This is an optimization exercise on Yosys and OpenROAD, whose aim is small area, a short achievable clock period and few clock cycles, not a production implementation.
RTL that was checked went through simulation tests only; none was proved equivalent to the original.

## main
module main(input clk, input rst, input start, input [31:0] n, input [63:0] exponent,
    output ready, output done, output [31:0] prime1
    );
Size in the first run: roughly 270 flip-flops, about 130 I/O pins, ~27000 um^2 of cells after synthesis.
Settings: LEC_CHECK=0, CAP_MARGIN=20, CORE_MARGIN=2, CORE_UTILIZATION=40, SETUP_SLACK_MARGIN=3.5, SLEW_MARGIN=20, SYNTH_MEMORY_MAX_BITS=65536; clock period 8.0 ns.
run.sh (not shown) runs the stock make flow with config.mk's settings and CLKGATE_MAP_FILE= SYNTH_SCRIPT=/design/flow/synth_recipe.tcl, a recipe that flattens the netlist after the stock synthesis.
Testbench counts at the start, summed over its fixed seeds: cycles 98,636.
==> next run, changes <==
- CORE_UTILIZATION: 40 -> 55
After rerunning: The changed run finished with timing, DRC and antenna clean. Count of clock-buffer cells in the layout came out higher by 4. Via count rises slightly. Cell count decreases by a few percent. Wire length is lower slightly. Synthesized cell count does not change.
==> next run, changes <==
==> flow/flow/run.sh (new file) <==
#!/bin/bash
set -euo pipefail
export BUFFER_PORTS_ARGS="-buffer_cell sky130_fd_sc_hd__buf_1"
bash standard.sh > standard.log 2>&1
==> flow/standard.sh (new file) <==
#!/bin/bash
# synth_recipe.tcl (not shown) runs the flow's synth.tcl, then flattens the netlist and writes it again
# the make line also repeats each setting of config.mk as NAME=value (left out here)
make -C /OpenROAD-flow-scripts/flow DESIGN_CONFIG=/design/flow/config.mk WORK_HOME=/design/flow/orfs CLKGATE_MAP_FILE= SYNTH_SCRIPT=/design/flow/synth_recipe.tcl "${@:-finish}"
- SETUP_SLACK_MARGIN: 3.5 -> 4
removed: flow/run.sh
- The changed run passed the timing, DRC and antenna checks
- critical path depth climbs by 4
- routed wire length rises by 9.7%
- worst hold slack is better by 11 ps
- via count goes up by 5.8%

main, a different RTL version from the one above (not shown whole).
Size in the first run: ~230 flip-flops, roughly 130 I/O pins, about 0.024 mm² of cells after synthesis.
clock: 8.0 ns
lec_check: 0
cap_margin: 20
core_margin: 2
core_utilization: 40
setup_slack_margin: 3
slew_margin: 20
Stock flow here: none of the scripts above is used.
Change:
--- a/flow/config.mk
+++ b/flow/config.mk
@@ -7,2 +7,3 @@
 export LEC_CHECK = 0
+export ABC_CLOCK_PERIOD_IN_PS = 4000
 export CAP_MARGIN = 20
Effect: Utilization stays the same; routed wire length is unchanged; worst setup slack does not change; design area stays the same; final cell count does not change.
No functional check of the RTL was part of any run of this note.

main, a different RTL version from the one above (not shown whole).
Size in the first run: roughly 3,100 cells after synthesis, roughly 270 flip-flops, ~130 I/O pins.
Design main, start of the top module:
module main(input clk, input rst, input start, input [31:0] n, input [63:0] exponent,
    output ready, output done, output [31:0] prime1
    );
clock: 8.0 ns
lec_check: 0
cap_margin: 20
core_margin: 2
core_utilization: 55
setup_slack_margin: 3.5
slew_margin: 20
synth_memory_max_bits: 65536
standard.sh (not shown) runs the stock make flow with config.mk's settings and CLKGATE_MAP_FILE= SYNTH_SCRIPT=/design/flow/synth_recipe.tcl, a recipe that flattens the netlist after the stock synthesis.
==> flow/flow/run.sh <==
#!/bin/bash
set -euo pipefail
export BUFFER_PORTS_ARGS="-buffer_cell sky130_fd_sc_hd__buf_1"
bash standard.sh > standard.log 2>&1
The first run completed without violations.
Change:
PLACE_DENSITY = 0.75   (was default)
Result:
- The changed run ran to the end with no violations
- wire length came out lower by 1.7%
- non-clock buffer count falls by 20
- maximum frequency increases by 0.79%
- cell count drops by 0.44%
No functional check of the RTL was part of any run of this note.

== ember ==
Another version of the RTL of main (not shown whole).
Size: about 3000 cells after synthesis, about 130 I/O pins, ~26000 um2 of cells after synthesis.
// main
module main(input clk, input rst, input start, input [31:0] n, input [63:0] exponent,
    output ready, output done, output [31:0] prime1
    );
	localparam ITER = 4;
	localparam K    = 36 / ITER;      
	reg st_idle, st_norm, st_dbl, st_n3, st_mul, st_conv, st_fin, st_gcd;
	reg        done_r;
	reg [31:0] a;         
	reg [63:0] er;        
	reg [6:0]  bl;        
	reg [6:0]  cnt;
	reg        first;     
	reg [33:0] v;
	reg [35:0] S, C;      
	reg [ITER-1:0] xb;    
	reg [ITER-1:0] xyl;   
	reg [ITER-1:0] u;     
	reg [33:0] n3;        
	assign ready  = st_idle;
	assign done   = done_r;
	assign prime1 = a;
	reg         cin;      
	wire [35:0] s_nx, c_nx;
	wire        cin_nx;
	modBigNumbers mont (.s(S), .c(C), .cin(cin), .x(xb), .y(v), .xyl(xyl), .u(u), .number(a), .n3(n3),
		.so(s_nx), .co(c_nx), .cout(cin_nx));
	wire [ITER-1:0] u_nx;
	montInv minv (.n(n[ITER-1:0]), .u(u_nx));
	wire [36:0] pa = st_conv ? {1'b0, S} :
	                 st_fin  ? 37'd0 :
	                 st_gcd  ? {1'b0, S} :
	                 st_n3   ? {3'd0, a, 2'b00} : {2'b00, v, 1'b0};
	wire [36:0] pb = st_conv ? {1'b0, C} :
	                 st_fin  ? {1'b1, ~{2'b00, v}} :
  ...
Settings: LEC_CHECK=0, CAP_MARGIN=20, CORE_MARGIN=2, CORE_UTILIZATION=55, PLACE_DENSITY=0.75, SETUP_SLACK_MARGIN=3.5, SLEW_MARGIN=20, SYNTH_MEMORY_MAX_BITS=65536; clock period 8.0 ns.
Scripts as last shown in full above: flow/flow/run.sh
Testbench counts of ember, summed over its fixed seeds: cycles 98,636.
## Diff of input files: tundra against ember
- changing CORE_UTILIZATION from 55 to 65
- changing PLACE_DENSITY from 0.75 to 0.8
--- outcome ---
- Delta (tundra minus ember): sequential share of layout area about even; CTS clock-pin slew for the worst setup and hold paths about even; via count rose about 0.5%; net count of the finished layout about even; utilization rose 11 points.
- Post-layout minimum cycle time ended up 0.036 ns lower on tundra than on ember.
- Number of non-filler instances in the completed layout, tundra and ember, lower one = tundra.
- Taking ember as the reference, in tundra wire length increased by 0.78% relative to the old numbers, area growth from synthesis to layout decreased by 0.42 points relative to the old numbers.
- tundra: no failed stages, no open violations at the end
- For ember, the last element of the critical path was v[29], unlike tundra, where it was xyl[3].

==> what the ideal ports hide <==
Ports are ideal in the flow. The routed layouts listed here were re-timed in OpenROAD. Step 1, drivers: a clkbuf_16 drives clk and a buf_2 each remaining input, both assumed. Step 2 adds t to the input delays and takes it off the output delays; t is the mean of the earliest and latest rising clock arrival at the registers after step 1. Input paths then give back, and output paths get back, about the clock's delay inside the block. Slacks: ideal ports / drivers / drivers and shift; pairs: ideal ports / drivers.
run | t (ns) | setup WS [ns] | slew at the worst register clock pin (ns)
the first run of note 1 | 0.634 | 3.433 / 3.433 / 3.433 | 0.06 / 0.06
the second run of note 1 | 0.622 | 3.603 / 3.603 / 3.603 | 0.07 / 0.07
the third run of note 1 | 0.633 | 3.589 / 3.589 / 3.589 | 0.07 / 0.07
the first run of note 2 | 0.606 | 1.713 / 1.713 / 1.713 | 0.07 / 0.07
the second run of note 2 | 0.606 | 1.713 / 1.713 / 1.713 | 0.07 / 0.07
the first run of note 3 | 0.635 | 3.464 / 3.464 / 3.464 | 0.07 / 0.07
the second run of note 3 | 0.613 | 3.500 / 3.500 / 3.500 | 0.07 / 0.07
ember | 0.680 | 3.517 / 3.517 / 3.018 | 0.07 / 0.07
tundra | 0.661 | 3.553 / 3.553 / 3.553 | 0.07 / 0.07
After both steps setup and hold are still met in every run listed. For ember, which loses most, drivers alone change the setup slack by 0.000 ns; drivers and shift together by -0.499 ns.
